Context: an optimization exercise on an open-source flow, tuned for small area and a short achievable clock period. The choices shown serve that exercise and are no tape-out recipe. Function was checked by simulation only, so behaviour that the tests miss may differ from the original. Power is estimated from default activity; no workload was simulated.

// rbFIFO
module rbFIFO(clock,rst,dataIn,push,pop,dataOut,full,empty);
Size: ~3500 cells after synthesis, roughly 2100 flip-flops, ~130 I/O pins.
==> module rbFIFO, before the edit <==
module rbFIFO(clock,rst,dataIn,push,pop,dataOut,full,empty);
    input         clock;
    input         rst;
    input  [63:0] dataIn;
    input         push;
    input         pop;
    output [63:0] dataOut;
    output        full;
    output        empty;
    reg    [63:0] mem [1:31];
    reg    [63:0] dout;
    reg     [4:0] rt;         
    reg     [4:0] rh;         
    reg    [31:1] rsel;       
    reg    [31:1] wsel;       
    reg           full;
    reg           empty;
    reg           ram_empty;  
    reg           afull;      
    function [4:0] inc;
        input [4:0] s;
        inc = {s[3:0], s[4] ^ s[2]};
    endfunction
    wire ram_one = (inc(rh) == rt);          
    wire ram_29  = (inc(inc(rt)) == rh);     
    reg [31:1] hcur, hnxt, tcur, tnxt;       
    integer i;
    always @* begin
        for (i = 1; i < 32; i = i + 1) begin
            hcur[i]      = (rh == i);
            hnxt[inc(i)] = (rh == i);
            tcur[i]      = (rt == i);
            tnxt[inc(i)] = (rt == i);
        end
    end
    wire push_eff = push & ~full;
    wire pop_eff  = pop & ~empty & ~push_eff;
    wire tadv     = push_eff & ~empty;       
    wire hadv     = pop_eff & ~ram_empty;    
    wire load     = empty | hadv;            
    wire full_n      = ~rst & (push_eff ? afull : (~pop_eff & full));
    wire empty_n     = rst | (~push_eff & (pop_eff ? ram_empty : empty));
    wire ram_empty_n = rst | (push_eff ? empty : (pop_eff ? (ram_empty | ram_one) : ram_empty));
    wire afull_n     = ~rst & (push_eff ? ram_29 : (pop_eff ? full : afull));
    always @(posedge clock) begin
        full      <= full_n;
        empty     <= empty_n;
        ram_empty <= ram_empty_n;
        afull     <= afull_n;
        if (rst) begin
            rt <= 5'd1;
            rh <= 5'd1;
        end else begin
            if (tadv) rt <= inc(rt);
            if (hadv) rh <= inc(rh);
        end
        rsel <= (hadv ? hnxt : hcur) & {31{~ram_empty_n}};
        if (rst)
            wsel <= 31'd1;
        else
            wsel <= (tadv ? tnxt : tcur) & {31{~full_n}};
    end
    always @(posedge clock) begin
        for (i = 1; i < 32; i = i + 1)
            if (wsel[i]) mem[i] <= dataIn;
    end
    wire [63:0] wd [0:31];
    wire [31:0] sd;
    genvar g, b;
    generate
        for (g = 1; g < 32; g = g + 1) begin : gw
            assign wd[g-1] = mem[g];
            assign sd[g-1] = rsel[g];
        end
    endgenerate
    assign wd[31] = dataIn;
    assign sd[31] = ram_empty;
    wire [63:0] rdata;
    wire [63:0] dout_n;
    generate
        for (b = 0; b < 64; b = b + 1) begin : gb
            wire [10:0] n;
            for (g = 0; g < 10; g = g + 1) begin : gs
                rbfifo_aoi222 u (.a0(wd[3*g][b]), .s0(sd[3*g]),
                                 .a1(wd[3*g+1][b]), .s1(sd[3*g+1]),
                                 .a2(wd[3*g+2][b]), .s2(sd[3*g+2]),
                                 .y(n[g]));
            end
            rbfifo_aoi22 u10 (.a0(wd[30][b]), .s0(sd[30]),
                              .a1(wd[31][b]), .s1(sd[31]), .y(n[10]));
            assign rdata[b] = ~&n;
            rbfifo_mux2 um (.a(dout[b]), .b(rdata[b]), .s(load), .y(dout_n[b]));
        end
    endgenerate
    always @(posedge clock)
        dout <= dout_n;
    assign dataOut = dout;
endmodule
==> module rbfifo_aoi22, before the edit <==
module rbfifo_aoi22(a0, s0, a1, s1, y);
    input  a0, s0, a1, s1;
    output y;
    assign y = ~((a0 & s0) | (a1 & s1));
endmodule
make LEC_CHECK=0 CAP_MARGIN=20 CORE_MARGIN=2 CORE_UTILIZATION=65 CTS_CLUSTER_DIAMETER=80 CTS_CLUSTER_SIZE=24 SETUP_SLACK_MARGIN=3.15 SLEW_MARGIN=20 SYNTH_HIERARCHICAL=1 SYNTH_MINIMUM_KEEP_SIZE=0 finish   # period 5.5 ns
run.sh (not shown) runs the stock make flow with config.mk's settings and CLKGATE_MAP_FILE= SYNTH_SCRIPT=/design/flow/synth_recipe.tcl, a recipe that flattens the netlist after the stock synthesis.
Next try:
--- a/flow/design.v
+++ b/flow/design.v
@@ -76,21 +76,21 @@
     assign wd[31] = dataIn;
     assign sd[31] = ram_empty;
     wire [63:0] rdata;
     wire [63:0] dout_n;
     generate
         for (b = 0; b < 64; b = b + 1) begin : gb
-            wire [10:0] n;
+            wire [11:0] n;
             for (g = 0; g < 10; g = g + 1) begin : gs
                 rbfifo_aoi222 u (.a0(wd[3*g][b]), .s0(sd[3*g]),
                                  .a1(wd[3*g+1][b]), .s1(sd[3*g+1]),
                                  .a2(wd[3*g+2][b]), .s2(sd[3*g+2]),
                                  .y(n[g]));
             end
-            rbfifo_aoi22 u10 (.a0(wd[30][b]), .s0(sd[30]),
-                              .a1(wd[31][b]), .s1(sd[31]), .y(n[10]));
+            assign n[10] = ~(wd[30][b] & sd[30]);
+            assign n[11] = ~(wd[31][b] & sd[31]);
             assign rdata[b] = ~&n;
             rbfifo_mux2 um (.a(dout[b]), .b(rdata[b]), .s(load), .y(dout_n[b]));
         end
     endgenerate
     always @(posedge clock)
         dout <= dout_n;
@@ -98,16 +98,11 @@
 endmodule
 module rbfifo_aoi222(a0, s0, a1, s1, a2, s2, y);
     input  a0, s0, a1, s1, a2, s2;
     output y;
     assign y = ~((a0 & s0) | (a1 & s1) | (a2 & s2));
 endmodule
-module rbfifo_aoi22(a0, s0, a1, s1, y);
-    input  a0, s0, a1, s1;
-    output y;
-    assign y = ~((a0 & s0) | (a1 & s1));
-endmodule
 module rbfifo_mux2(a, b, s, y);
     input  a, b, s;
     output y;
     assign y = s ? b : a;
 endmodule
Register-to-register slack loses 50 ps.
Setup slack loses 87 ps.
Total power falls by 0.90%.
Sequential power is about the same.
Design area falls by 0.44%.
Wire length rises by 1.1%.
Final cell count hardly moves.
Clock skew falls by 10 ps.
Count of clock-buffer cells in the layout rises by 3.

[what the ideal ports hide]
Ports are ideal in the flow. The routed layouts listed here were re-timed in OpenROAD. Step 1 sets driving cells, clkbuf_16 on the clock port and buf_2 on the other inputs (assumed; they add their load-dependent delay and slew). Step 2 moves the port delays by t, midway between the first and last clock arrival at a register: inputs arrive t later, outputs are due t later. That takes back most of the time a late clock gives input paths. Three values: ideal, step 1, step 2; two values: the first two.
| run | t, ns | setup slack, ns | latest minus earliest clock arrival (ns) | worst register clock-pin slew, ns | cell pins on the clock port's net |
|---|---|---|---|---|---|
| the first run | 0.803 | 3.134 / 3.054 / 2.397 | 0.036 / 0.036 | 0.10 / 0.10 | 1 |
| the second run | 0.798 | 3.047 / 3.102 / 2.304 | 0.024 / 0.025 | 0.10 / 0.10 | 1 |
After both steps setup and hold are still met in every run listed. The setup slack of the second run, which loses most, moves by +0.055 ns with the drivers and by -0.743 ns with both steps.
